What follows belongs to an exercise in optimizing a design on an open flow for small area and a short achievable clock period; a production flow would make more cautious choices. In this exercise RTL edits were held to simulation tests only and were not proved equivalent to the original. No activity file was given, so power comes from the tool's default toggle rates.

==> flow/design.v <==
module aoi222
(
    input  logic a1, b1, a2, b2, a3, b3,
    output logic y
);
assign y = ~((a1 & b1) | (a2 & b2) | (a3 & b3));
endmodule
module nand2g
(
    input  logic a, b,
    output logic y
);
assign y = ~(a & b);
endmodule
module nand4g
(
    input  logic a, b, c, d,
    output logic y
);
assign y = ~(a & b & c & d);
endmodule
module nand3g
(
    input  logic a, b, c,
    output logic y
);
assign y = ~(a & b & c);
endmodule
module or3g
(
    input  logic a, b, c,
    output logic y
);
assign y = a | b | c;
endmodule
module aoi22
(
    input  logic a1, b1, a2, b2,
    output logic y
);
assign y = ~((a1 & b1) | (a2 & b2));
endmodule
module oai21
(
    input  logic a1, a2, b1,
    output logic y
);
assign y = ~((a1 | a2) & b1);
endmodule
module xor2g
(
    input  logic a, b,
    output logic y
);
assign y = a ^ b;
endmodule
module and2g
(
    input  logic a, b,
    output logic y
);
assign y = a & b;
endmodule
module adder_module
(
    input  logic [31:0] pc,
    input  logic [31:0] off,
    output logic [31:0] target
);
logic [31:0] p, g, gg, pp;
assign p = pc ^ off;
assign g = pc & off;
always_comb begin
    gg = g;
    pp = p;
    for (int l = 0; l < 5; l++)
        for (int i = 0; i < 32; i++)
            if (((i + 1) % (2 << l)) == 0) begin
                gg[i] = gg[i] | (pp[i] & gg[i - (1 << l)]);
                pp[i] = pp[i] & pp[i - (1 << l)];
            end
    for (int l = 3; l >= 0; l--)
        for (int i = 0; i < 32; i++)
            if (((i + 1) % (2 << l)) == (1 << l) && i >= (2 << l)) begin
                gg[i] = gg[i] | (pp[i] & gg[i - (1 << l)]);
                pp[i] = pp[i] & pp[i - (1 << l)];
            end
end
assign target = p ^ {gg[30:0], 1'b0};
endmodule
module Barrel_shift
(
    input  logic [31:0] X,
    input  logic [4:0]  shamt,
    input  logic        fill,
    output logic [31:0] o
);
logic [31:0] s0, s1, s2, s3, s4;
always_comb begin
    s0 = shamt[0] ? {fill, X[31:1]}          : X;
    s1 = shamt[1] ? {{2{fill}}, s0[31:2]}    : s0;
    s2 = shamt[2] ? {{4{fill}}, s1[31:4]}    : s1;
    s3 = shamt[3] ? {{8{fill}}, s2[31:8]}    : s2;
    s4 = shamt[4] ? {{16{fill}}, s3[31:16]}  : s3;
    o  = s4;
end
endmodule
module Count_Unit
(
    input  logic [31:0] X,
    input  logic [31:0] A,
    output logic [5:0]  pop,       
    output logic [5:0]  tz         
);
logic [15:0]      v1;  logic [15:0][0:0] p1;
logic [7:0]       v2;  logic [7:0][1:0]  p2;
logic [3:0]       v3;  logic [3:0][2:0]  p3;
logic [1:0]       v4;  logic [1:0][3:0]  p4;
logic             v5;  logic [4:0]       p5;
logic [7:0][2:0]  c1;
logic [3:0][3:0]  c2;
logic [1:0][4:0]  c3;
logic [5:0]       c4;
genvar k;
generate
    for (k = 0; k < 8; k++) begin : q4
        pop4 p (.x(A[4*k+3:4*k]), .c(c1[k]));
    end
    for (k = 0; k < 4; k++) begin : a3
        cla_add #(.N(3)) s (.a(c1[2*k]), .b(c1[2*k+1]), .s(c2[k]));
    end
    for (k = 0; k < 2; k++) begin : a4
        cla_add #(.N(4)) s (.a(c2[2*k]), .b(c2[2*k+1]), .s(c3[k]));
    end
endgenerate
cla_add #(.N(5)) a5 (.a(c3[0]), .b(c3[1]), .s(c4));
assign pop = c4;
always_comb begin
    for (int i = 0; i < 16; i++) begin
        v1[i] = X[2*i] | X[2*i+1];
        p1[i] = ~X[2*i];
    end
    for (int i = 0; i < 8; i++) begin
        v2[i] = v1[2*i] | v1[2*i+1];
        p2[i] = v1[2*i] ? {1'b0, p1[2*i]} : {1'b1, p1[2*i+1]};
    end
    for (int i = 0; i < 4; i++) begin
        v3[i] = v2[2*i] | v2[2*i+1];
        p3[i] = v2[2*i] ? {1'b0, p2[2*i]} : {1'b1, p2[2*i+1]};
    end
    for (int i = 0; i < 2; i++) begin
        v4[i] = v3[2*i] | v3[2*i+1];
        p4[i] = v3[2*i] ? {1'b0, p3[2*i]} : {1'b1, p3[2*i+1]};
    end
    v5 = v4[0] | v4[1];
    p5 = v4[0] ? {1'b0, p4[0]} : {1'b1, p4[1]};
    tz = {~v5, p5 & {5{v5}}};
end
endmodule
module pop4
(
    input  logic [3:0] x,
    output logic [2:0] c
);
logic x1, x2, n1, n2, nx;
xor2g e1 (.a(x[0]), .b(x[1]), .y(x1));
xor2g e2 (.a(x[2]), .b(x[3]), .y(x2));
xor2g e3 (.a(x1), .b(x2), .y(c[0]));
assign n1 = x[0] & x[1];
assign n2 = x[2] & x[3];
xor2g e4 (.a(n1), .b(n2), .y(nx));
assign c[1] = nx | (x1 & x2);
assign c[2] = n1 & n2;
endmodule
module cla_add
#(
    parameter N = 4
)
(
    input  logic [N-1:0] a, b,
    output logic [N:0]   s
);
logic [N-1:0] p, g;
logic [N:0]   c;
genvar i;
generate
    for (i = 0; i < N; i++) begin : bit_g
        xor2g hp (.a(a[i]), .b(b[i]), .y(p[i]));
        if (i == 0) begin : l
            assign s[i] = p[i];
        end else begin : h
            xor2g hs (.a(p[i]), .b(c[i]), .y(s[i]));
        end
    end
endgenerate
assign g = a & b;
always_comb begin
    c[0] = 1'b0;
    for (int j = 0; j < N; j++) c[j+1] = g[j] | (p[j] & c[j]);
end
assign s[N] = c[N];
endmodule
module ALU
(
    input  logic [31:0] A, B,
    input  logic        sub,       
    input  logic        rev,       
    input  logic        arith,     
    input  logic        s_sum, s_sl, s_sr, s_pop, s_tz, s_slt, s_sltu, s_xor, s_or, s_and,
    input  logic [31:0] E,         
    output logic [31:0] Sum,
    output logic        Ltu, Lt, Eq,     
    output logic [31:0] F
);
logic [31:0] bx, p, g, c, x, o, n, ar, sh;
logic [31:0] gs, ps;      
logic [5:0]  pc, tz;
logic [31:0] En;
assign bx = B ^ {32{sub}};
assign p  = A ^ bx;
assign g  = A & bx;
always_comb begin
    logic [31:0] gg, pp;
    gg = g;
    pp = p;
    gg[0] = g[0] | (p[0] & sub);
    for (int l = 0; l < 5; l++)
        for (int i = 0; i < 32; i++)
            if (((i >> l) & 1) == 1) begin
                gg[i] = gg[i] | (pp[i] & gg[((i >> l) << l) - 1]);
                pp[i] = pp[i] & pp[((i >> l) << l) - 1];
            end
    gs = gg;
    ps = pp;
end
assign c   = {gs[30:0], sub};
assign Sum = p ^ c;
assign Ltu = ~gs[31];
assign Lt  = (A[31] ^ B[31]) ? A[31] : Ltu;
assign x   = p;                  
assign o   = p | g;              
assign n   = g;                  
assign Eq  = &p;                 
always_comb for (int i = 0; i < 32; i++) ar[i] = rev ? A[31-i] : A[i];
Barrel_shift shifter (.X(ar), .shamt(B[4:0]), .fill(arith & A[31]), .o(sh));
Count_Unit   counter (.X(ar), .A(A), .pop(pc), .tz(tz));
logic [31:0] u1, u2, u3, u4, tl;
assign En = ~E;
genvar i;
generate
    for (i = 0; i < 32; i++) begin : f
        assign tl[i] = ~((s_xor & x[i]) | (s_or & o[i]) | (s_and & n[i]));
        assign u4[i] = tl[i] & En[i];
        aoi22 g1 (.a1(s_sum), .b1(Sum[i]), .a2(s_sl), .b2(sh[31-i]), .y(u1[i]));
        if (i == 0) begin : b0
            aoi22  g2 (.a1(s_sr), .b1(sh[i]), .a2(s_pop), .b2(pc[i]), .y(u2[i]));
            aoi222 g3 (.a1(s_tz), .b1(tz[i]), .a2(s_slt), .b2(Lt), .a3(s_sltu), .b3(Ltu), .y(u3[i]));
            nand4g g  (.a(u1[i]), .b(u2[i]), .c(u3[i]), .d(u4[i]), .y(F[i]));
        end else if (i < 6) begin : bc
            aoi22  g2 (.a1(s_sr), .b1(sh[i]), .a2(s_pop), .b2(pc[i]), .y(u2[i]));
            nand2g g3 (.a(s_tz), .b(tz[i]), .y(u3[i]));
            nand4g g  (.a(u1[i]), .b(u2[i]), .c(u3[i]), .d(u4[i]), .y(F[i]));
        end else begin : bo
            nand2g g2 (.a(s_sr), .b(sh[i]), .y(u2[i]));
            assign u3[i] = 1'b1;
            nand3g g  (.a(u1[i]), .b(u2[i]), .c(u4[i]), .y(F[i]));
        end
    end
endgenerate
endmodule
module Extend
(
    input  logic [31:0] Instr,
    output logic [31:0] ImmExt,
    output logic [31:0] PcImm
);
logic b6, b5, b4, b3, b2;
assign {b6, b5, b4, b3, b2} = Instr[6:2];
always_comb begin
    if (b5 & ~b4 & ~b6)                           
        ImmExt = {{20{Instr[31]}}, Instr[31:25], Instr[11:7]};
    else                                          
        ImmExt = {{20{Instr[31]}}, Instr[31:20]};
    if (~b6)                                      
        PcImm = {Instr[31:12], 12'b0};
    else if (b3)                                  
        PcImm = {{12{Instr[31]}}, Instr[19:12], Instr[20], Instr[30:21], 1'b0};
    else                                          
        PcImm = {{20{Instr[31]}}, Instr[7], Instr[30:25], Instr[11:8], 1'b0};
end
endmodule
module PC
(
    input  logic        CLK,
    input  logic        reset,
    input  logic [31:0] PCNext,
    output logic [31:0] PC
);
always_ff @(posedge CLK or negedge reset) begin
    if (!reset) PC <= 32'h8000_0000;
    else        PC <= PCNext;
end
endmodule
module Register_File
(
    input  logic        clk,
    input  logic        reset,
    input  logic [4:0]  A1, A2, A3,
    input  logic        WE3,
    input  logic [31:0] WD3,
    output logic [31:0] RD1, RD2
);
logic [31:1][31:0] file;
logic [31:1]       valid;
logic [31:1]       wsel, sel1, sel2;
logic [3:0] lo1, lo2, low;
logic [7:0] hi1, hi2, hiw;
always_comb begin
    for (int j = 0; j < 4; j++) begin
        lo1[j] = (A1[1:0] == 2'(j));
        lo2[j] = (A2[1:0] == 2'(j));
        low[j] = (A3[1:0] == 2'(j));
    end
    for (int k = 0; k < 8; k++) begin
        hi1[k] = (A1[4:2] == 3'(k));
        hi2[k] = (A2[4:2] == 3'(k));
        hiw[k] = WE3 && (A3[4:2] == 3'(k));
    end
    for (int i = 1; i < 32; i++) begin
        wsel[i] = hiw[i/4] && low[i%4];
        sel1[i] = valid[i] && hi1[i/4] && lo1[i%4];
        sel2[i] = valid[i] && hi2[i/4] && lo2[i%4];
    end
end
always_ff @(posedge clk or negedge reset) begin
    if (!reset) valid <= '0;
    else        valid <= valid | wsel;
end
logic [31:1][31:0] nxt, hold_n;
logic [31:1]       wsel_n;
logic [31:0]       wd_n;
assign wsel_n = ~wsel;
assign wd_n   = ~WD3;
genvar r, b;
generate
    for (r = 1; r < 32; r++) begin : wr
        for (b = 0; b < 32; b++) begin : wb
            nand2g h (.a(wsel_n[r]), .b(file[r][b]), .y(hold_n[r][b]));
            oai21  m (.a1(wsel_n[r]), .a2(wd_n[b]), .b1(hold_n[r][b]), .y(nxt[r][b]));
        end
    end
endgenerate
always_ff @(posedge clk) file <= nxt;
RF_read #(.EXTRA(0)) rp1 (.sel(sel1), .file(file), .xsel(1'b0), .x(32'b0), .rd(RD1));
RF_read #(.EXTRA(0)) rp2 (.sel(sel2), .file(file), .xsel(1'b0), .x(32'b0), .rd(RD2));
endmodule
module RF_read
#(
    parameter EXTRA = 0
)
(
    input  logic [31:1]       sel,
    input  logic [31:1][31:0] file,
    input  logic              xsel,
    input  logic [31:0]       x,
    output logic [31:0]       rd
);
genvar b, g;
generate
    for (b = 0; b < 32; b++) begin : bit_g
        logic [10:0] t;      
        logic [2:0]  u;
        for (g = 0; g < 10; g++) begin : grp
            aoi222 c (.a1(sel[3*g+1]), .b1(file[3*g+1][b]),
                      .a2(sel[3*g+2]), .b2(file[3*g+2][b]),
                      .a3(sel[3*g+3]), .b3(file[3*g+3][b]), .y(t[g]));
        end
        if (EXTRA) begin : gx
            aoi22 c31 (.a1(sel[31]), .b1(file[31][b]), .a2(xsel), .b2(x[b]), .y(t[10]));
        end else begin : g1
            nand2g c31 (.a(sel[31]), .b(file[31][b]), .y(t[10]));
        end
        nand4g n0 (.a(t[0]), .b(t[1]), .c(t[2]), .d(t[3]), .y(u[0]));
        nand4g n1 (.a(t[4]), .b(t[5]), .c(t[6]), .d(t[7]), .y(u[1]));
        nand3g n2 (.a(t[8]), .b(t[9]), .c(t[10]), .y(u[2]));
        or3g   o  (.a(u[0]), .b(u[1]), .c(u[2]), .y(rd[b]));
    end
endgenerate
endmodule
module riscv_singlecycle
(
    input  logic        clk_i,          
    input  logic        rstn_i,         
    output logic [31:0] imem_addr_o,    
    input  logic [31:0] imem_rdata_i,   
    output logic [31:0] dmem_addr_o,    
    output logic [31:0] dmem_wdata_o,   
    output logic [3:0]  dmem_we_o,      
    input  logic [31:0] dmem_rdata_i,   
    output logic        rd_we_o,        
    output logic [4:0]  rd_addr_o,      
    output logic [31:0] rd_data_o       
);
logic [31:0] instr, pc, pc_next, pc4, ptgt, pimm, early, imm, rs1, rs2, srcb, sum, alu_f, ldata, result;
logic [2:0]  f3;
logic b6, b5, b4, b3, b2, i30;
logic is_alu, is_op, is_branch, is_jump, is_jal, is_store, is_load, is_upper, is_auipc;
logic reg_write, use_rs2, sub, ltu, lt, eq, taken, f3is0, f3is1;
assign instr = imem_rdata_i;
assign f3  = instr[14:12];
assign i30 = instr[30];
assign {b6, b5, b4, b3, b2} = instr[6:2];
assign is_alu    = ~b6 &  b4 & ~b2;             
assign is_op     = ~b6 &  b5 & b4 & ~b2;        
assign is_branch =  b6 & ~b2;
assign is_jump   =  b6 &  b2;                   
assign is_jal    =  b3;
assign is_store  = ~b6 &  b5 & ~b4;
assign is_load   = ~b6 & ~b5 & ~b4;
assign is_upper  = ~b6 &  b4 & b2;              
assign is_auipc  = is_upper & ~b5;
assign reg_write = ~(is_store | is_branch);
assign use_rs2   = is_op | is_branch;
assign f3is0     = (f3 == 3'b000);
assign f3is1     = (f3 == 3'b001);
assign sub = is_branch | (is_alu & ((f3[1] & ~f3[2]) | (f3is0 & i30 & b5)));
Extend imm_gen (.Instr(instr), .ImmExt(imm), .PcImm(pimm));
PC pc_reg (.CLK(clk_i), .reset(rstn_i), .PCNext(pc_next), .PC(pc));
Register_File rf (.clk(clk_i), .reset(rstn_i), .A1(instr[19:15]), .A2(instr[24:20]), .A3(instr[11:7]),
    .WE3(reg_write), .WD3(result), .RD1(rs1), .RD2(rs2));
assign srcb = use_rs2 ? rs2 : imm;
ALU alu (.A(rs1), .B(srcb), .sub(sub),
    .rev(~f3[2] & ~(i30 & instr[20])), .arith(i30),
    .s_sum(is_alu & f3is0),
    .s_sl(is_alu & f3is1 & ~i30), .s_sr(is_alu & (f3 == 3'b101)), .s_pop(is_alu & f3is1 & i30 & instr[21]), .s_tz(is_alu & f3is1 & i30 & ~instr[21]),
    .s_slt(is_alu & (f3 == 3'b010)), .s_sltu(is_alu & (f3 == 3'b011)),
    .s_xor(is_alu & (f3 == 3'b100)), .s_or(is_alu & (f3 == 3'b110)), .s_and(is_alu & (f3 == 3'b111)),
    .E(early),
    .Sum(sum), .Ltu(ltu), .Lt(lt), .Eq(eq), .F(alu_f));
adder_module pc_add (.pc(pc), .off(pimm), .target(ptgt));
assign pc4 = {pc[31:2] + 30'd1, pc[1:0]};
always_comb begin
    ldata[7:0]   = dmem_rdata_i[7:0];
    ldata[15:8]  = (f3[1:0] == 2'b00) ? {8{~f3[2] & dmem_rdata_i[7]}} : dmem_rdata_i[15:8];
    ldata[31:16] = f3[1] ? dmem_rdata_i[31:16] :
                   {16{~f3[2] & (f3[0] ? dmem_rdata_i[15] : dmem_rdata_i[7])}};
end
always_comb begin
    case (f3[2:1])
        2'b00:   taken = eq ^ f3[0];
        2'b10:   taken = lt ^ f3[0];
        default: taken = ltu ^ f3[0];
    endcase
end
assign early  = ({32{is_load}} & ldata) | ({32{is_jump}} & pc4) |
                ({32{is_upper}} & (is_auipc ? ptgt : pimm));
assign result = alu_f;
always_comb begin
    if (is_jump & ~is_jal)                 pc_next = sum;      
    else if (is_jal | (is_branch & taken)) pc_next = ptgt;     
    else                          pc_next = pc4;
end
assign imem_addr_o  = pc;
assign dmem_addr_o  = sum;
assign dmem_wdata_o = rs2;
assign dmem_we_o    = {{2{is_store & f3[1]}}, is_store & (f3[1] | f3[0]), is_store};
assign rd_we_o      = reg_write;
assign rd_addr_o    = instr[11:7];
assign rd_data_o    = result;
endmodule
==> flow/flow/run.sh <==
#!/bin/bash
# Layout flow: the standard ORFS flow (standard.sh, all steps) with
# these changes to how the layout is built:
#  - the port buffers are buf_2 cells rather than the default pick, a slow
#    delay cell (timing repair may size them up);
#  - timing repair (floorplan, CTS and global-route steps) aims at a setup
#    slack margin, so the critical paths get sized and buffered although the
#    40 ns clock is met by a wide margin;
#  - clock tree: larger sink clusters and no dummy loads, which needs far
#    fewer clock buffers (flip-flop clock slew stays under the limit).
# Each tool's full output is in orfs/logs/...; this script's in standard.log.
set -euo pipefail
MARGIN=$(cat flow/margin.txt)
bash standard.sh \
    "BUFFER_PORTS_ARGS=-buffer_cell sky130_fd_sc_hd__buf_2" \
    "SETUP_SLACK_MARGIN=${MARGIN}" \
    "CTS_ARGS=-sink_clustering_enable -repair_clock_nets -dont_use_dummy_load -sink_clustering_size 30 -sink_clustering_max_diameter 70" \
    finish > standard.log 2>&1
==> flow/flow/margin.txt <==
18.5
==> flow/standard.sh <==
#!/bin/bash
# synth_recipe.tcl (not shown) runs the flow's synth.tcl, then flattens the netlist and writes it again
# the make line also repeats each setting of config.mk as NAME=value (left out here)
make -C /OpenROAD-flow-scripts/flow DESIGN_CONFIG=/design/flow/config.mk WORK_HOME=/design/flow/orfs CLKGATE_MAP_FILE= SYNTH_SCRIPT=/design/flow/synth_recipe.tcl "${@:-finish}"
==> flow/config.mk <==
export PLATFORM = sky130hd
export DESIGN_NAME = riscv_singlecycle
export DESIGN_NICKNAME = riscv_singlecycle
export VERILOG_FILES = /design/flow/design.v
export SDC_FILE = /design/flow/constraint.sdc
export NUM_CORES = 4
export LEC_CHECK = 0
export CAP_MARGIN = 0
export CORE_MARGIN = 2
export CORE_UTILIZATION = 40
export PLACE_DENSITY = 0.5
export SLEW_MARGIN = 0
export SYNTH_HIERARCHICAL = 1
export SYNTH_MINIMUM_KEEP_SIZE = 0
==> flow/constraint.sdc <==
create_clock -name core_clock -period 40.0 [get_ports {clk_i}]
set_input_delay 8.0000 -clock core_clock [delete_from_list [all_inputs] [get_ports {clk_i}]]
set_output_delay 8.0000 -clock core_clock [all_outputs]
set_load 0.01 [all_outputs]
==> flow_summary.ini, run 1 <==
[status]
status = complete, no violations

[floorplan]
die_x_um = 364.5
ios = 204
rows = 132
core_area_um2 = 129200
start_util_pct = 40.24
die_h_um = 364.5
dieArea_um2 = 132800

[worst_setup_path]
crit_type = in -> out
cp_slowest_cell = or3_4
crit_buf_inv = 6
critPathLaunchType = input port
crit_chain = buf_6 > and3b_1 > and3_2 > buf_6 > a222oi_1 > nand4_1 > or3_4 > mux2_2 > xor2_2 > inv_1 > ha_2 > a21oi_1 > o21ai_1 > a221oi_4 > buf_4 > buf_4 > a211oi_2 > nor2_4 > a311o_2 > a22oi_2 > nand3_4 > buf_2
critPathArrivalTime_ns = 13.57
slowest_delay_ns = 0.54
endpoint_kind = output pin
required_ns = 32.00
worst_path_dominant_cell_family = compound AO/OA/AOI/OAI gates
worstRegToRegCells = 22
crit_cells = 22
path_max_fanout = 32

[cts]
clk_path_buf_depth = 3
clock-sinks = 1055
cts_tree = built
cts_buffers = 83
clk_latency_ns = 0.72
htree_num_levels = 3
holdBufCountCts = 0
cts_root_buffer = clkbuf_16
clk_pin_slew_worst_paths_ns = 0.07

[pwr]
clock_power_share_pct = 20.4
swShare_pct = 40.66
switchingPower_uw = 1498
seqPwrFrac_pct = 42.6
internal_power_uw = 2186
leakage_uw = 0.02290
irDropWorstVdd_mv = 0.03733
powerDensity_nw_per_um2 = 61.27
power_frac_comb_pct = 37.1

[global_route]
grt_max_degree = 65
track_usage_pct = 37.23
grt-ovfl-total = 0
grt_pass1_wl_mm = 355.0
grt_pass1_vias = 47530
antenna_found_initial = 6

[route]
first_pass_iters = 9
wire_per_inst_um = 32.34
drtIter0Drc = 9222
avgViaCountPerCell = 6.616
vias = 52980
drc = 0
ant_nets = 0
routed_wl_mm = 258.9

[sta]
tns_ns = 0
fin_skew_ns = 0.07590
worstMarginPinSlew_ns = 1.401
slew_violations = 0
finalHoldViolations = 0
rsz0062_at_grt = true
finalSetupViolations = 0
min_period_over_period_pct = 53.93
max_slew_margin_pct = 6.602
max_freq_mhz = 46.36
layout_min_cycle_time_ns = 21.57

[synth]
syn_area_per_cell_um2 = 8.837
ys.warnings.count = 17
synth_nets = 6062
synthCells = 5881
syn-cell-area_um2 = 51970

[finish]
regArea_um2 = 21440
drive_gt1_share_pct = 15.28
nFillCells = 12970
fin_cells = 8008
nets = 6441
syn_to_final_growth_pct = 15.67
multi_input_area_um2 = 30460

[hold_path]
hold_path.class = reg -> reg
hold_depth = 2

[run]
drv_cap = 0

[placed_design]
dpl.cell_count = 7835
hpwl_mm = 159.5
portBuffers = 201
routabilityCongestion = 0.9950
## path summary, 6_finish.rpt
path	startpoint	endpoint	slack, ns
max in group asynchronous	rstn_i	rf.valid[8]$_DFF_PN0_	31.71
worst min-delay path	rf.file[909]$_DFF_P_	rf.file[909]$_DFF_P_	0.46
worst max register to register	rf.valid[22]$_DFF_PN0_	pc_reg.PC[22]$_DFF_PN0_	32.87
worst max-delay path	imem_rdata_i[24]	rd_data_o[27]	18.43
min in group asynchronous	rstn_i	pc_reg.PC[11]$_DFF_PN0_	7.52
worst min register to register	rf.file[909]$_DFF_P_	rf.file[909]$_DFF_P_	0.46
## registers in the layout, summed over array words and instances (netlist names)
name       flops
pc_reg.PC     32
rf.file      992
rf.valid      31
## placed cells by master, fill, tap and decap left out, drive strengths merged, types with 21 or more instances in the layout
master / n
a211oi: 45
a21o: 61
a21oi: 54
a222oi: 643
a22oi: 59
and2: 44
and3: 72
buf: 439
clkbuf: 88
dfrtp: 62
dfxtp: 992
fa: 21
ha: 94
inv: 166
mux2: 49
mux2i: 81
mux4: 31
nand2: 1254
nand3: 108
nand4: 155
nor2: 66
nor3: 34
o21ai: 1145
o221ai: 36
or3: 66
xnor2: 38
xor2: 134
## power groups by stage
stage | Sequential, µW | Combinational, µW | Clock [µW]
2_1_floorplan | 1530 | 784 | 0
3_3_place_gp | 1570 | 1210 | 0
3_5_place_dp | 1580 | 1230 | 0
4_1_cts | 1560 | 1290 | 768
5_1_grt | 1600 | 1450 | 805
6_report | 1570 | 1360 | 750
## repair_timing
item	4_1_cts	5_1_grt
endpoints found under the setup margin	61	34
gates resized for setup	210	125
cloned	1	4
pin swaps	82	122
setup buffers	39	37
## cell type report
| class | count | share of cell area [%] |
|---|---|---|
| diodes | 8 | 0.03330 |
| inverters | 166 | 1.036 |
| clock buffers | 83 | 3.455 |
| multi-input cells | 4510 | 50.66 |
| flip-flops and latches | 1055 | 35.66 |
| repair buffers | 444 | 5.528 |
| well taps | 1742 | 3.626 |
## through the flow
| stage | util [%] | area (µm²) | power (µW) | setup WS, ns | hold slack [ns] |
|---|---|---|---|---|---|
| 3_5_place_dp | 43.16 | 55740 | 2809 | 16.30 | 0.4493 |
| 4_1_cts | 45.80 | 59150 | 3616 | 18.45 | 0.4612 |
| 2_1_floorplan | - | 51970 | 2315 | 19.35 | 0.4332 |
| 3_3_place_gp | 43.16 | 55740 | 2780 | 16.35 | 0.4432 |
| 5_1_grt | 46.53 | 60100 | 3857 | 18.34 | 0.4774 |
| 6_report | 46.55 | 60120 | 3684 | 18.43 | 0.4620 |
## metal layers
metal	up-vias	part of all wire (%)	wire [µm]	GRT usage, %
met2	3120	42	109500	55.72
met4	0	7.9	20390	25.77
met5	-	0	0	0
met3	672	11	27910	8.123
met1	25280	39	101200	47.75
li1	23920	-	-	-
## worst reg2reg max path, cell delays in order, from the launching register on
cell and delay [ns]:
dfrtp_1 0.40, and3_4 0.26, buf_12 0.23, a222oi_1 0.41, nand4_1 0.35, or3_4 0.52, mux2_2 0.31, buf_12 0.19
xor2_2 0.20, inv_1 0.09, fa_1 0.41, nand3b_1 0.24, a21oi_4 0.26, o21ai_4 0.14, nand2_2 0.14, o211ai_1 0.16
maj3_1 0.41, mux2_4 0.28, o21ai_0 0.36, a311o_2 0.25, buf_4 0.49, or2_1 0.61, o21ai_0 0.23
==> inputs of run 2 (changes only) <==
--- a/flow/config.mk
+++ b/flow/config.mk
@@ -8,6 +8,6 @@
 export CAP_MARGIN = 0
 export CORE_MARGIN = 2
-export CORE_UTILIZATION = 40
-export PLACE_DENSITY = 0.5
+export CORE_UTILIZATION = 50
+export PLACE_DENSITY = 0.75
 export SLEW_MARGIN = 0
 export SYNTH_HIERARCHICAL = 1
==> run 2 against run 1 <==
Effect of this change: still clean; global-route usage grew 4.1 points; cell count shrank 4.8%; wire length shrank 6.1%; sequential share of layout area grew 0.64 points; total power shrank 4.8%; first-iteration DRC count grew 34%; synthesized cell count is the same; critical path type unchanged; critical endpoint is now rd_data_o[4]; largest power group unchanged.
==> flow_summary.ini, run 2 <==
[synth]
synth_nets = 6062
syn-cell-area_um2 = 51970
ys.warnings.count = 17
syn_area_per_cell_um2 = 8.837
synthCells = 5881

[pwr]
leakage_uw = 0.02262
irDropWorstVdd_mv = 0.04051
powerDensity_nw_per_um2 = 59.39
power_uw = 3507

[worst_setup_path]
critPathLaunchType = input port
slowest_delay_ns = 0.57
critPathArrivalTime_ns = 13.73
path_max_fanout = 16
endpoint_kind = output pin
worstRegToRegCells = 24
timing.rr.start = rf.valid[11]$_DFF_PN0_
crit_start = imem_rdata_i[18]
cp_slowest_cell = or3_4
cpMostUsedCell = xor2_2
crit_end = rd_data_o[4]
reg2reg_slack_ns = 32.54
rr_endpoint = pc_reg.PC[22]$_DFF_PN0_
required_ns = 32.00
crit_type = in -> out
crit_chain = buf_6 > nor2b_4 > buf_4 > and3_2 > a222oi_1 > nand4_1 > or3_4 > and2_1 > xor2_1 > a21o_1 > xor2_1 > a32o_1 > xor2_2 > xor2_2 > a22o_1 > xor2_2 > xor2_2 > a22o_1 > xor2_1 > a22oi_2 > nand4_1 > buf_2

[sta]
max_slew_margin_pct = 8.861
finalSetupViolations = 0
max_freq_mhz = 46.01
setup_slack_ns = 18.27
tns_ns = 0
layout_min_cycle_time_ns = 21.73
worstMarginPinSlew_ns = 1.367
fin_skew_ns = 0.1574
finalHoldViolations = 0
slew_violations = 0
min_period_over_period_pct = 54.33
rsz0062_at_grt = true

[route]
ant_nets = 0
vias = 55130
routed_wl_mm = 243.1
first_pass_iters = 13
wire_per_inst_um = 31.89
drtIter0Drc = 12360
drc = 0
avgViaCountPerCell = 7.234

[floorplan]
dieArea_um2 = 106500
start_util_pct = 50.29
core_area_um2 = 103300
die_h_um = 326.4
ios = 204
rows = 118
die_x_um = 326.4

[finish]
layout_commonest_cell = nand2_1
syn_to_final_growth_pct = 13.62
largest_reg_flops = 992
fin_area_um2 = 59050
regMostFlops = rf.file
drive_gt1_share_pct = 14.29
fin_cells = 7621
layout_common_cells = nand2_1, o21ai_1, dfxtp_1
nets = 6416
largestRegisters = rf.file: 992 flops, pc_reg.PC: 32 flops, rf.valid: 31 flops

[placed_design]
pre_cts_slack_ns = 16.58
dpl.cell_count = 7448
portBuffers = 201
hpwl_mm = 146.6
postPlaceCellArea_um2 = 55060
routabilityCongestion = 1.033

[cts]
clk_pin_slew_worst_paths_ns = 0.07
clk_path_buf_depth = 3
clock-sinks = 1055
cts_tree = built
clk_latency_ns = 0.76
cts_buffers = 55
cts_root_buffer = clkbuf_16
htree_num_levels = 2

[global_route]
track_usage_pct = 41.29
grt_pass1_vias = 48840
grt_max_degree = 65
grt_pass1_wl_mm = 329.2
antenna_found_initial = 14
grt-ovfl-total = 0

[hold_path]
hold_path.class = reg -> reg

[run]
drv_cap = 0

[status]
status = complete, no violations
-- run 2: stage by stage --
stage | hold slack (ns) | utilization (%)
after CTS | 0.4658 | 55.77
after global routing | 0.4799 | 57.12
after global placement | 0.4430 | 53.27
after detailed placement | 0.4528 | 53.27
after floorplan | 0.4332 | -
final | 0.4655 | 57.14
-- run 2: where the power goes --
part | switching [µW] | total [µW] | internal (µW)
combinational | 867 | 1340 | 469
clock | 352 | 595 | 243
sequential | 238 | 1570 | 1340
-- run 2: final cells by class --
class | count | area (µm²)
tap | 1380 | 1727
clock buffer | 55 | 1376
multi-input combinational | 4520 | 30470
sequential | 1055 | 21440
antenna | 8 | 20.02
timing repair buffer | 437 | 3402
inverter | 166 | 623.1
fill | 9409 | 44300
-- run 2: worst max-delay path, delay by kind of cell --
kind            cells  cell delay [ns]
xor+xnor            7             1.61
compound gates      6             1.46
buf+inv             3             0.57
simple gates        6             2.07
-- run 2: timing repair --
action	CTS	global route
setup buffers	35	54
gates resized for setup	189	153
endpoints found under the setup margin	60	29
pin swaps	94	137
hold buffers	0	0
gates cloned	1	20
-- run 2: worst min-delay path by stage --
| stage | slack [ns] | start | end | cells past startpoint |
|---|---|---|---|---|
| after floorplan | 0.43 | rf.valid[10]$_DFF_PN0_ | rf.valid[10]$_DFF_PN0_ | 1 |
| after global placement | 0.44 | rf.valid[12]$_DFF_PN0_ | rf.valid[12]$_DFF_PN0_ | 1 |
| after detailed placement | 0.45 | rf.valid[12]$_DFF_PN0_ | rf.valid[12]$_DFF_PN0_ | 1 |
| after CTS | 0.47 | rf.file[523]$_DFF_P_ | rf.file[523]$_DFF_P_ | 2 |
| after global routing | 0.48 | rf.file[816]$_DFF_P_ | rf.file[816]$_DFF_P_ | 2 |
| final | 0.47 | rf.file[523]$_DFF_P_ | rf.file[523]$_DFF_P_ | 2 |
-- run 2: per-layer routing --
layer	track usage, %	share of wire, %	vias to the layer above
li1	-	-	23810
met2	60.45	40	4742
met1	51.30	34	25420
met3	11.71	15	1151
met5	0	0.016	-
met4	31.86	9.9	6
==> inputs of run 3 (changes only) <==
==> flow/flow/margin.txt (replaced) <==
18.3
--- a/flow/config.mk
+++ b/flow/config.mk
@@ -8,6 +8,6 @@
 export CAP_MARGIN = 0
 export CORE_MARGIN = 2
-export CORE_UTILIZATION = 50
-export PLACE_DENSITY = 0.75
+export CORE_UTILIZATION = 45
+export PLACE_DENSITY = 0.65
 export SLEW_MARGIN = 0
 export SYNTH_HIERARCHICAL = 1
==> run 3 against run 2 <==
Effect of this change: sequential share of layout area up 0.29 points; clock power up 11%; clock skew down 0.060 ns; critical endpoint is now rd_data_o[25]; clock-buffer cell count up 11; area after synthesis unchanged; global-route usage down 2.5 points; largest power group unchanged; sequential power about the same; still clean; critical path depth down 7.
==> flow_summary.ini, run 3 <==
[cts]
htree_num_levels = 3
cts_buffers = 66
cts_tree = built
clock-sinks = 1055
cts_root_buffer = clkbuf_16
clk_path_buf_depth = 3
clk_latency_ns = 0.70
clk_pin_slew_worst_paths_ns = 0.06

[global_route]
track_usage_pct = 38.79
antenna_found_initial = 20
grt_max_degree = 65
grt_pass1_wl_mm = 335.8
grt-ovfl-total = 0
grt_pass1_vias = 48240

[route]
avgViaCountPerCell = 7.040
first_pass_iters = 11
wire_per_inst_um = 32.25
drc = 0
vias = 54160
routed_wl_mm = 248.0
ant_nets = 0
drtIter0Drc = 11090

[finish]
syn_to_final_growth_pct = 12.72
largestRegisters = rf.file: 992 flops, pc_reg.PC: 32 flops, rf.valid: 31 flops
nets = 6357
layout_common_cells = nand2_1, o21ai_1, dfxtp_1
largest_reg_flops = 992
regMostFlops = rf.file
fin_util_pct = 51.16
nFillCells = 11060
drive_gt1_share_pct = 13.72
multi_input_area_um2 = 30510
fin_area_um2 = 58580
regArea_um2 = 21440
layout_commonest_cell = nand2_1

[status]
status = complete, no violations

[pwr]
irDropWorstVdd_mv = 0.04214
power_uw = 3538
powerDensity_nw_per_um2 = 60.39
leakage_uw = 0.02220

[worst_setup_path]
worstRegToRegCells = 21
critPathLaunchType = input port
reg2reg_slack_ns = 32.91
path_max_fanout = 32
endpoint_kind = output pin
rr_endpoint = pc_reg.PC[24]$_DFF_PN0_
crit_type = in -> out
required_ns = 32.00
critPathArrivalTime_ns = 13.82
timing.rr.start = rf.valid[4]$_DFF_PN0_

[sta]
max_slew_margin_pct = 12.04
rsz0062_at_grt = false
slew_violations = 0
finalSetupViolations = 0
layout_min_cycle_time_ns = 21.82
worstMarginPinSlew_ns = 1.318
fin_skew_ns = 0.09714
tns_ns = 0
min_period_over_period_pct = 54.54
finalHoldViolations = 0
max_freq_mhz = 45.84

[synth]
synthCells = 5881
syn_area_per_cell_um2 = 8.837
ys.warnings.count = 17
synth_nets = 6062
syn-cell-area_um2 = 51970

[floorplan]
core_area_um2 = 114500
rows = 124
ios = 204
die_x_um = 343.8
start_util_pct = 45.39
dieArea_um2 = 118200
die_h_um = 343.8

[placed_design]
postPlaceCellArea_um2 = 55150
portBuffers = 201
hpwl_mm = 149.8
routabilityCongestion = 1.036

[hold_path]
hold_path.class = reg -> reg
hold_end = rf.file[813]$_DFF_P_
hold_depth = 2
hold_start = rf.file[813]$_DFF_P_

[run]
drv_cap = 0
## run 3: timing repair
action	CTS	global route
endpoints found under the setup margin	59	30
pin swaps	25	78
buffers inserted	7	26
cloned	2	18
gates resized for setup	167	117
hold buffers	0	0
## run 3: layer usage
layer | track usage, % | share of wire, % | vias to the layer above
met4 | 27.85 | 8.5 | 12
met2 | 56.37 | 41 | 4141
met5 | 0.3205 | 0.054 | -
met3 | 11.98 | 15 | 966
met1 | 48.61 | 36 | 25310
li1 | - | - | 23730
## run 3: power by group
group	switching, µW	leakage, µW	internal (µW)	total (µW)
Combinational	848	0.0125	450	1300
Clock	367	0.000813	294	661
Sequential	240	0.00888	1340	1580
Total	1460	0.0222	2080	3540
## run 3: worst max-delay path, stage by stage
cell	delay [ns]
clkbuf_4	0.20
nor2_2	0.61
and3_4	0.82
a222oi_1	0.20
nand4_1	0.26
or3_4	0.27
buf_4	0.18
inv_1	0.06
o21ai_0	0.71
mux2i_1	0.34
mux4_2	0.56
o21ai_0	0.86
nand2_1	0.16
nand3_2	0.32
buf_2	0.20
## run 3: final cells by class
| type | count | share of cell area (%) |
|---|---|---|
| Sequential cell | 1055 | 36.59 |
| Antenna cell | 6 | 0.02563 |
| Clock buffer | 66 | 2.819 |
| Inverter | 166 | 1.064 |
| Tap cell | 1512 | 3.229 |
| Multi-Input combinational cell | 4526 | 52.08 |
| Timing Repair Buffer | 361 | 4.188 |
## run 3: stage by stage
step / std cells / setup slack [ns] / hold slack (ns)
after CTS: 7642 / 18.29 / 0.4646
after floorplan: 5881 / 19.35 / 0.4332
final: 7692 / 18.18 / 0.4647
after global routing: 7687 / 18.18 / 0.4821
after detailed placement: 7567 / 16.56 / 0.4487
after global placement: 7567 / 16.51 / 0.4418
## run 3: worst max path at each step
stage | start | to | slack (ns) | depth (start not counted)
after floorplan | imem_rdata_i[21] | rd_data_o[25] | 19.35 | 18
after global placement | imem_rdata_i[20] | rd_data_o[23] | 16.51 | 18
after detailed placement | imem_rdata_i[20] | rd_data_o[23] | 16.56 | 18
after CTS | imem_rdata_i[23] | rd_data_o[0] | 18.29 | 21
after global routing | imem_rdata_i[17] | rd_data_o[4] | 18.18 | 21
final | imem_rdata_i[15] | rd_data_o[25] | 18.18 | 15
==> inputs of run 4 (changes only) <==
==> flow/flow/run.sh (replaced) <==
#!/bin/bash
# Layout flow: the standard ORFS flow (standard.sh, all steps) with
# these changes to how the layout is built:
#  - the port buffers are buf_2 cells rather than the default pick, a slow
#    delay cell (timing repair may size them up);
#  - timing repair aims at a setup slack margin, so the critical paths get
#    sized and buffered although the 40 ns clock is met by a wide margin:
#    margin.txt holds the margin for the steps up to CTS and the one for
#    the global-route step (where repair buys less per unit of area);
#  - clock tree: larger sink clusters and no dummy loads, which needs far
#    fewer clock buffers (flip-flop clock slew stays under the limit).
# Each tool's full output is in orfs/logs/...; this script's in
# standard_cts.log and standard_finish.log.
set -euo pipefail
read -r M_CTS M_GRT < flow/margin.txt
ARGS=(
    "BUFFER_PORTS_ARGS=-buffer_cell sky130_fd_sc_hd__buf_2"
    "CTS_ARGS=-sink_clustering_enable -repair_clock_nets -dont_use_dummy_load -sink_clustering_size 28 -sink_clustering_max_diameter 70"
)
bash standard.sh "${ARGS[@]}" "SETUP_SLACK_MARGIN=${M_CTS}" cts > standard_cts.log 2>&1
bash standard.sh "${ARGS[@]}" "SETUP_SLACK_MARGIN=${M_GRT}" finish > standard_finish.log 2>&1
==> flow/flow/margin.txt (replaced) <==
18.45 18.25
--- a/flow/config.mk
+++ b/flow/config.mk
@@ -8,6 +8,6 @@
 export CAP_MARGIN = 0
 export CORE_MARGIN = 2
-export CORE_UTILIZATION = 45
-export PLACE_DENSITY = 0.65
+export CORE_UTILIZATION = 50
+export PLACE_DENSITY = 0.75
 export SLEW_MARGIN = 0
 export SYNTH_HIERARCHICAL = 1
==> run 4 against run 3 <==
Effect of this change: register-to-register slack got worse by 0.22 ns; combinational power about the same; worst hold slack improved by 0.00089 ns; global-route usage up 2.4 points; die area decreased by 9.9%; sequential share of layout area increased by 0.43 points; design area shrank 1.2%; clock skew up 0.045 ns; first-iteration DRC count is 2.5% higher; area after synthesis is the same; maximum frequency decreased by 1.0%; non-clock buffer count is 24 higher; critical endpoint is now rd_data_o[4]; largest cell class unchanged.
==> flow_summary.ini, run 4 <==
[status]
status = complete, no violations

[sta]
worstMarginPinSlew_ns = 1.344
fin_skew_ns = 0.1425
layout_min_cycle_time_ns = 22.04
finalSetupViolations = 0
slew_violations = 0
tns_ns = 0
max_slew_margin_pct = 10.41
rsz0062_at_grt = true
min_period_over_period_pct = 55.10
max_freq_mhz = 45.37
finalHoldViolations = 0

[finish]
fin_util_pct = 56.03
nFillCells = 9574
nets = 6358
layout_commonest_cell = nand2_1
drive_gt1_share_pct = 12.89
largest_reg_flops = 992
largestRegisters = rf.file: 992 flops, pc_reg.PC: 32 flops, rf.valid: 31 flops
layout_common_cells = nand2_1, o21ai_1, dfxtp_1
regMostFlops = rf.file
syn_to_final_growth_pct = 11.42

[cts]
clock-sinks = 1055
clk_latency_ns = 0.73
cts_tree = built
clk_pin_slew_worst_paths_ns = 0.09
htree_num_levels = 2
holdBufCountCts = 0
cts_buffers = 55
cts_root_buffer = clkbuf_16
clk_path_buf_depth = 3

[worst_setup_path]
endpoint_kind = output pin
required_ns = 32.00
crit_buf_inv = 2
critPathArrivalTime_ns = 14.04
crit_type = in -> out
cp_slowest_cell = nor2_1
path_max_fanout = 32
critPathLaunchType = input port
worst_path_dominant_cell_family = simple AND/OR/NAND/NOR gates
slowest_delay_ns = 0.79
cpMostUsedCell = xor2_1
crit_chain = clkbuf_4 > nor2_1 > and3_4 > a222oi_1 > nand4_1 > or3_4 > and2_2 > xor2_1 > a21o_1 > xor2_2 > xor2_1 > xor2_1 > xor2_1 > xor2_1 > a32o_1 > a22o_1 > a22o_1 > xor2_1 > a22oi_2 > nand4_1 > buf_2

[floorplan]
ios = 204
die_h_um = 326.4
die_x_um = 326.4
dieArea_um2 = 106500
core_area_um2 = 103300
rows = 118
start_util_pct = 50.29

[route]
drtIter0Drc = 11370
wire_per_inst_um = 31.04
drc = 0
first_pass_iters = 17
ant_nets = 0
avgViaCountPerCell = 7.168
vias = 54230
routed_wl_mm = 234.8

[global_route]
grt_pass1_wl_mm = 328.6
grt_pass1_vias = 48880
grt-ovfl-total = 0
grt_max_degree = 65
antenna_found_initial = 21
track_usage_pct = 41.20

[synth]
syn_area_per_cell_um2 = 8.837
syn-cell-area_um2 = 51970
synth_nets = 6062
ys.warnings.count = 17
synthCells = 5881

[run]
drv_cap = 0

[placed_design]
hpwl_mm = 146.6
portBuffers = 201
routabilityCongestion = 1.033

[pwr]
leakage_uw = 0.02217
irDropWorstVdd_mv = 0.03986
powerDensity_nw_per_um2 = 59.75
power_uw = 3460

[hold_path]
hold_path.class = reg -> reg
[run 4: changes by cell type in the layout (fill, tap and decap cells not counted), sizes merged]
| cell | before | now |
|---|---|---|
| clkbuf | 72 | 60 |
| and3 | 89 | 77 |
| buf | 355 | 380 |
| diode | 6 | 11 |
[run 4: through the flow]
stage | cells | worst slack (ns) | hold WS [ns] | area, µm²
global route | 7557 | 18.07 | 0.4804 | 57880
global placement | 7448 | 16.60 | 0.4430 | 55060
CTS | 7532 | 18.45 | 0.4658 | 57500
finish | 7566 | 17.96 | 0.4656 | 57910
floorplan | 5881 | 19.35 | 0.4332 | 51970
detailed placement | 7448 | 16.58 | 0.4528 | 55060
[run 4: cell type report]
cell class | count | area [µm²] | area share [%]
Antenna cell | 11 | 27.53 | 0.04754
Clock buffer | 55 | 1376 | 2.377
Inverter | 166 | 623.1 | 1.076
Multi-Input combinational cell | 4514 | 30140 | 52.05
Sequential cell | 1055 | 21440 | 37.02
Tap cell | 1380 | 1727 | 2.982
Timing Repair Buffer | 385 | 2572 | 4.443
[run 4: report_power, final]
part / internal (µW) / switching, µW / total, µW
Clock: 244 / 348 / 591
Combinational: 450 / 847 / 1300
Sequential: 1340 / 235 / 1570
Total: 2030 / 1430 / 3460
[run 4: routing by layer]
layer	up-vias	global-route usage [%]	share of wire (%)
li1	23740	-	-
met1	25060	50.68	35
met2	4410	60.29	41
met3	1018	12.35	15
met4	2	32.06	9.6
met5	-	0	0.0021
[run 4: what timing repair did]
| item | in CTS | in global routing |
|---|---|---|
| pin swaps | 77 | 56 |
| resized for setup | 172 | 48 |
| buffers inserted | 29 | 18 |
| gates cloned | 0 | 5 |
| endpoints found under the setup margin | 60 | 28 |
[run 4: final timing paths]
path                                         from                 endpoint  slack, ns  depth (start not counted)
setup reg to reg           rf.valid[12]$_DFF_PN0_  pc_reg.PC[22]$_DFF_PN0_      32.69                         23
max in group asynchronous                  rstn_i   rf.valid[28]$_DFF_PN0_      31.59                          2
min in group asynchronous                  rstn_i   pc_reg.PC[6]$_DFF_PN0_       7.63                          2
setup / recovery                 imem_rdata_i[19]             rd_data_o[4]      17.96                         21
hold / removal               rf.file[512]$_DFF_P_     rf.file[512]$_DFF_P_       0.47                          2
hold reg to reg              rf.file[512]$_DFF_P_     rf.file[512]$_DFF_P_       0.47                          2
[run 4: worst min-delay path: cells and delay by family (launching register included)]
kind / cells / cell delay (ns)
compound gates: 1 / 0.05
flops: 1 / 0.33
simple gates: 1 / 0.05
==> inputs of run 5 (changes only) <==
==> flow/flow/margin.txt (replaced) <==
18.3 18.1
--- a/flow/config.mk
+++ b/flow/config.mk
@@ -8,6 +8,6 @@
 export CAP_MARGIN = 0
 export CORE_MARGIN = 2
-export CORE_UTILIZATION = 50
-export PLACE_DENSITY = 0.75
+export CORE_UTILIZATION = 45
+export PLACE_DENSITY = 0.65
 export SLEW_MARGIN = 0
 export SYNTH_HIERARCHICAL = 1
==> run 5 against run 4 <==
Effect of this change: still clean; flip-flop and latch count did not move; register-to-register slack improved by 0.07 ns; die area rose by 11%; wire length rose by 3.4%; first-iteration DRC count fell by 6.6%; clock-buffer cell count rose by 12; synthesized cell count did not move; non-clock buffer count fell by 44; clock power rose by 13%; sequential share of layout area fell by 0.080 points; design area rose by 0.22%; worst hold slack got worse by 0.0030 ns; largest power group unchanged.
==> flow_summary.ini, run 5 <==
[floorplan]
start_util_pct = 45.39
die_x_um = 343.8
ios = 204
die_h_um = 343.8
dieArea_um2 = 118200
core_area_um2 = 114500
rows = 124

[pwr]
power_frac_comb_pct = 36.3
swShare_pct = 41.04
irDropWorstVdd_mv = 0.04442
leakage_uw = 0.02203
switchingPower_uw = 1444
seqPwrFrac_pct = 44.7
powerDensity_nw_per_um2 = 60.65
clock_power_share_pct = 19.0
internal_power_uw = 2075
power_uw = 3520

[finish]
layout_commonest_cell = nand2_1
regMostFlops = rf.file
syn_to_final_growth_pct = 11.66
nFillCells = 11110
nets = 6328
largest_reg_flops = 992
fin_cells = 7669
layout_common_cells = nand2_1, o21ai_1, dfxtp_1
largestRegisters = rf.file: 992 flops, pc_reg.PC: 32 flops, rf.valid: 31 flops
drive_gt1_share_pct = 12.76

[hold_path]
hold_path.class = reg -> reg
hold_depth = 2

[sta]
slew_violations = 0
finalHoldViolations = 0
fin_skew_ns = 0.09511
max_freq_mhz = 45.38
worstMarginPinSlew_ns = 1.268
finalSetupViolations = 0
max_slew_margin_pct = 15.37
layout_min_cycle_time_ns = 22.04
rsz0062_at_grt = false
tns_ns = 0
min_period_over_period_pct = 55.09

[synth]
ys.warnings.count = 17
syn_area_per_cell_um2 = 8.837
syn-cell-area_um2 = 51970
synthCells = 5881
synth_nets = 6062

[worst_setup_path]
crit_type = in -> out
cp_slowest_cell = o21ai_0
crit_chain = buf_2 > nor3b_4 > and3_2 > a222oi_1 > nand4_1 > or3_4 > inv_1 > o21ai_0 > mux2i_1 > mux2_2 > mux2_2 > o221ai_1 > nand2_1 > nand3_1 > buf_2
slowest_delay_ns = 0.94
path_max_fanout = 16
critPathArrivalTime_ns = 14.04
endpoint_kind = output pin
required_ns = 32.00
critPathLaunchType = input port
worstRegToRegCells = 21

[route]
first_pass_iters = 15
ant_nets = 0
routed_wl_mm = 242.8
drc = 0
wire_per_inst_um = 31.66
vias = 53400
drtIter0Drc = 10620
avgViaCountPerCell = 6.963

[global_route]
grt_pass1_wl_mm = 336.5
grt-ovfl-total = 0
grt_max_degree = 65
track_usage_pct = 38.89
antenna_found_initial = 24
grt_pass1_vias = 48200

[cts]
clk_path_buf_depth = 3
clk_pin_slew_worst_paths_ns = 0.06
cts_buffers = 67
htree_num_levels = 3
clk_latency_ns = 0.71
clock-sinks = 1055
cts_tree = built
cts_root_buffer = clkbuf_16

[run]
drv_cap = 0

[placed_design]
routabilityCongestion = 1.036
dpl.cell_count = 7567
hpwl_mm = 149.8
portBuffers = 201

[status]
status = complete, no violations
[run 5: layout make-up]
cell class | count | area [µm²] | area share, %
repair buffers | 341 | 2200 | 3.790
inverters | 166 | 623.1 | 1.074
clock buffers | 67 | 1677 | 2.889
diodes | 12 | 30.03 | 0.05175
multi-input cells | 4516 | 30170 | 51.99
well taps | 1512 | 1892 | 3.260
flip-flops and latches | 1055 | 21440 | 36.94
[run 5: stage by stage]
step	instance area, µm²	worst slack [ns]	utilization (%)	hold WS (ns)
6_report	58030	17.96	50.68	0.4626
5_1_grt	58000	18.06	50.66	0.4821
4_1_cts	57680	18.29	50.37	0.4646
3_5_place_dp	55150	16.56	48.16	0.4487
3_3_place_gp	55150	16.51	48.16	0.4418
2_1_floorplan	51970	19.35	-	0.4332
[run 5: worst paths after layout]
| path | endpoint | slack, ns | startpoint |
|---|---|---|---|
| max in group asynchronous | rf.valid[2]$_DFF_PN0_ | 31.65 | rstn_i |
| worst min-delay path | rf.file[189]$_DFF_P_ | 0.46 | rf.file[189]$_DFF_P_ |
| worst max register to register | pc_reg.PC[24]$_DFF_PN0_ | 32.76 | rf.valid[9]$_DFF_PN0_ |
| worst max-delay path | rd_data_o[18] | 17.96 | imem_rdata_i[15] |
| min in group asynchronous | pc_reg.PC[27]$_DFF_PN0_ | 7.60 | rstn_i |
| worst min register to register | rf.file[189]$_DFF_P_ | 0.46 | rf.file[189]$_DFF_P_ |
[run 5: worst max-delay path: cells and delay by family]
| family | cells | cell delay, ns |
|---|---|---|
| buf+inv | 3 | 0.58 |
| compound gates | 3 | 1.87 |
| mux | 3 | 0.88 |
| simple gates | 6 | 2.68 |
[run 5: power groups by stage]
| stage | Clock, µW | Combinational [µW] | Sequential (µW) |
|---|---|---|---|
| floorplan | 0 | 784 | 1530 |
| global placement | 0 | 1170 | 1560 |
| detailed placement | 0 | 1190 | 1580 |
| CTS | 670 | 1220 | 1560 |
| global route | 706 | 1370 | 1600 |
| finish | 667 | 1280 | 1570 |
[run 5: routing by layer]
metal | track usage (%) | wire length (µm) | vias to the layer above
met1 | 48.69 | 88110 | 24860
met5 | 0.3205 | 131 | -
met4 | 27.42 | 20100 | 16
met2 | 56.77 | 99120 | 3974
li1 | - | - | 23670
met3 | 12.03 | 35300 | 879
[run 5: what timing repair did]
item                                   4_1_cts  5_1_grt
setup endpoints to repair                   59       22
hold buffers                                 0        0
gates cloned                                 3        4
endpoints found under the hold margin        0        0
pin swaps                                   26       28
buffers inserted                             8        8
resized for setup                          166       45
==> inputs of run 6 (changes only) <==
==> flow/flow/margin.txt (replaced) <==
18.2 18.0
==> run 6 against run 5 <==
Effect of this change: wire length decreased by 0.23%; synthesized cell count unchanged; sequential share of layout area increased by 0.12 points; worst hold slack improved by 0.0028 ns; combinational power about the same; critical endpoint unchanged; via count increased by 0.27%; highest routed layer unchanged; critical path type unchanged.
==> flow_summary.ini, run 6 <==
[floorplan]
die_h_um = 343.8
ios = 204
rows = 124
dieArea_um2 = 118200
start_util_pct = 45.39
die_x_um = 343.8
core_area_um2 = 114500

[sta]
setup_slack_ns = 18.01
max_slew_margin_pct = 14.31
rsz0062_at_grt = true
slew_violations = 0
max_freq_mhz = 45.47
finalSetupViolations = 0
tns_ns = 0
min_period_over_period_pct = 54.98
worstMarginPinSlew_ns = 1.284
fin_skew_ns = 0.09196
layout_min_cycle_time_ns = 21.99
finalHoldViolations = 0

[finish]
drive_gt1_share_pct = 12.36
largest_reg_flops = 992
nets = 6322
layout_common_cells = nand2_1, o21ai_1, dfxtp_1
nFillCells = 11130
syn_to_final_growth_pct = 11.30
largestRegisters = rf.file: 992 flops, pc_reg.PC: 32 flops, rf.valid: 31 flops
layout_commonest_cell = nand2_1
regMostFlops = rf.file

[synth]
ys.warnings.count = 17
synthCells = 5881
synth_nets = 6062
syn_area_per_cell_um2 = 8.837
syn-cell-area_um2 = 51970

[cts]
cts_buffers = 67
clock-sinks = 1055
clk_path_buf_depth = 3
htree_num_levels = 3
holdBufCountCts = 0
clk_pin_slew_worst_paths_ns = 0.06
cts_tree = built
clk_latency_ns = 0.70
cts_root_buffer = clkbuf_16

[hold_path]
hold_path.class = reg -> reg
hold_depth = 2

[worst_setup_path]
path_max_fanout = 32
worstRegToRegCells = 21
crit_type = in -> out
endpoint_kind = output pin
required_ns = 32.00
critPathArrivalTime_ns = 13.99
critPathLaunchType = input port

[global_route]
grt_max_degree = 65
gr-max-usage-layer = met2
track_usage_pct = 38.54
antenna_found_initial = 24
met3_usage_pct = 11.95
grt-ovfl-total = 0
grt_util_met1_pct = 48.14
grt_pass1_wl_mm = 334.1
grt_pass1_vias = 48100
met2_usage_pct = 56.41

[route]
ant_nets = 0
vias = 53540
wire_per_inst_um = 31.58
drtIter0Drc = 10260
first_pass_iters = 13
avgViaCountPerCell = 6.982
drc = 0
routed_wl_mm = 242.2

[placed_design]
routabilityCongestion = 1.036
pre_cts_slack_ns = 16.56
hpwl_mm = 149.8
portBuffers = 201

[pwr]
leakage_uw = 0.02198
irDropWorstVdd_mv = 0.04376
powerDensity_nw_per_um2 = 60.62

[status]
status = complete, no violations

[run]
drv_cap = 0
-- run 6: what timing repair did --
item	4_1_cts	5_1_grt
cloned	0	7
pin swaps	21	18
setup endpoints to repair	57	24
setup buffers	5	5
gates resized for setup	138	40
endpoints found under the hold margin	0	0
-- run 6: path summary, 6_finish.rpt --
kind,start,end,slack (ns)
max,imem_rdata_i[23],rd_data_o[18],18.01
min,rf.file[813]$_DFF_P_,rf.file[813]$_DFF_P_,0.47
max reg2reg,rf.valid[4]$_DFF_PN0_,pc_reg.PC[19]$_DFF_PN0_,32.63
min reg2reg,rf.file[813]$_DFF_P_,rf.file[813]$_DFF_P_,0.47
max in group asynchronous,rstn_i,rf.valid[2]$_DFF_PN0_,31.65
min in group asynchronous,rstn_i,pc_reg.PC[27]$_DFF_PN0_,7.61
-- run 6: through the flow --
step	hold WS (ns)	total power (µW)	instances	instance area, µm²	utilization, %
2_1_floorplan	0.4332	2315	5881	51970	-
4_1_cts	0.4646	3437	7639	57500	50.22
3_5_place_dp	0.4487	2765	7567	55150	48.16
6_report	0.4654	3506	7669	57840	50.52
3_3_place_gp	0.4418	2728	7567	55150	48.16
5_1_grt	0.4821	3667	7652	57800	50.48
-- run 6: where the power goes --
| part | total (µW) | switching [µW] | internal, µW |
|---|---|---|---|
| clock network | 666 | 367 | 298 |
| logic | 1270 | 835 | 433 |
| registers | 1570 | 236 | 1340 |
-- run 6: worst max-delay path, cell delays in order --
cell      delay (ns)
buf_4           0.26
and3b_1         0.24
and3_2          0.21
buf_4           0.32
a222oi_1        0.40
nand4_1         0.31
or3_1           0.66
mux2_2          0.36
xor2_1          0.17
inv_1           0.07
ha_1            0.40
a21o_1          0.24
a21o_1          0.21
a221oi_4        0.30
buf_12          0.17
a21oi_2         0.06
nor2_1          0.23
xnor2_2         0.23
a22oi_2         0.21
nand3_1         0.52
buf_2           0.36
-- run 6: cell type report --
cell class / instances / area (µm²) / area share [%]
Multi-Input combinational cell: 4516 / 30030 / 51.91
Sequential cell: 1055 / 21440 / 37.06
Timing Repair Buffer: 335 / 2141 / 3.701
Tap cell: 1512 / 1892 / 3.271
Clock buffer: 67 / 1677 / 2.899
Inverter: 166 / 623.1 / 1.077
Antenna cell: 18 / 45.04 / 0.07787
-- run 6: metal layers --
metal / vias up / wire length, µm
met1: 24980 / 88110
met4: 18 / 20250
met3: 877 / 34200
li1: 23670 / -
met2: 4006 / 99380
met5: - / 274

[afterwards: timing with drivers on the ports]
How much do the figures lean on ideal ports? The routed layouts below were timed once more, with nothing changed but the port constraints.
Step 1: set_driving_cell puts a clkbuf_16 on clk_i and a buf_2 on each other input, an assumption about the parent block.
Step 2 also shifts input and output timing later by t, the mid clock arrival at the registers, as if the neighbouring blocks saw the same clock.
Three values: ideal, step 1, step 2; two values: the first two.
| run | t (ns) | slack for setup (ns) | hold slack, ns | worst setup path at the end |
|---|---|---|---|---|
| run 1 | 0.761 | 18.427 / 18.387 / 18.387 | 0.462 / 0.462 / 0.462 | input to output |
| run 2 | 0.759 | 18.266 / 18.201 / 18.201 | 0.466 / 0.466 / 0.466 | input to output |
| run 3 | 0.719 | 18.184 / 18.149 / 18.149 | 0.465 / 0.465 / 0.465 | input to output |
| run 4 | 0.735 | 17.961 / 17.932 / 17.932 | 0.466 / 0.466 / 0.466 | input to output |
| run 5 | 0.731 | 17.962 / 17.917 / 17.917 | 0.463 / 0.463 / 0.463 | input to output |
| run 6 | 0.722 | 18.007 / 17.980 / 17.980 | 0.465 / 0.465 / 0.465 | input to output |
After both steps setup and hold are still met in every run listed. The setup slack of run 2, which loses most, moves by -0.065 ns with the drivers and by -0.065 ns with both steps.
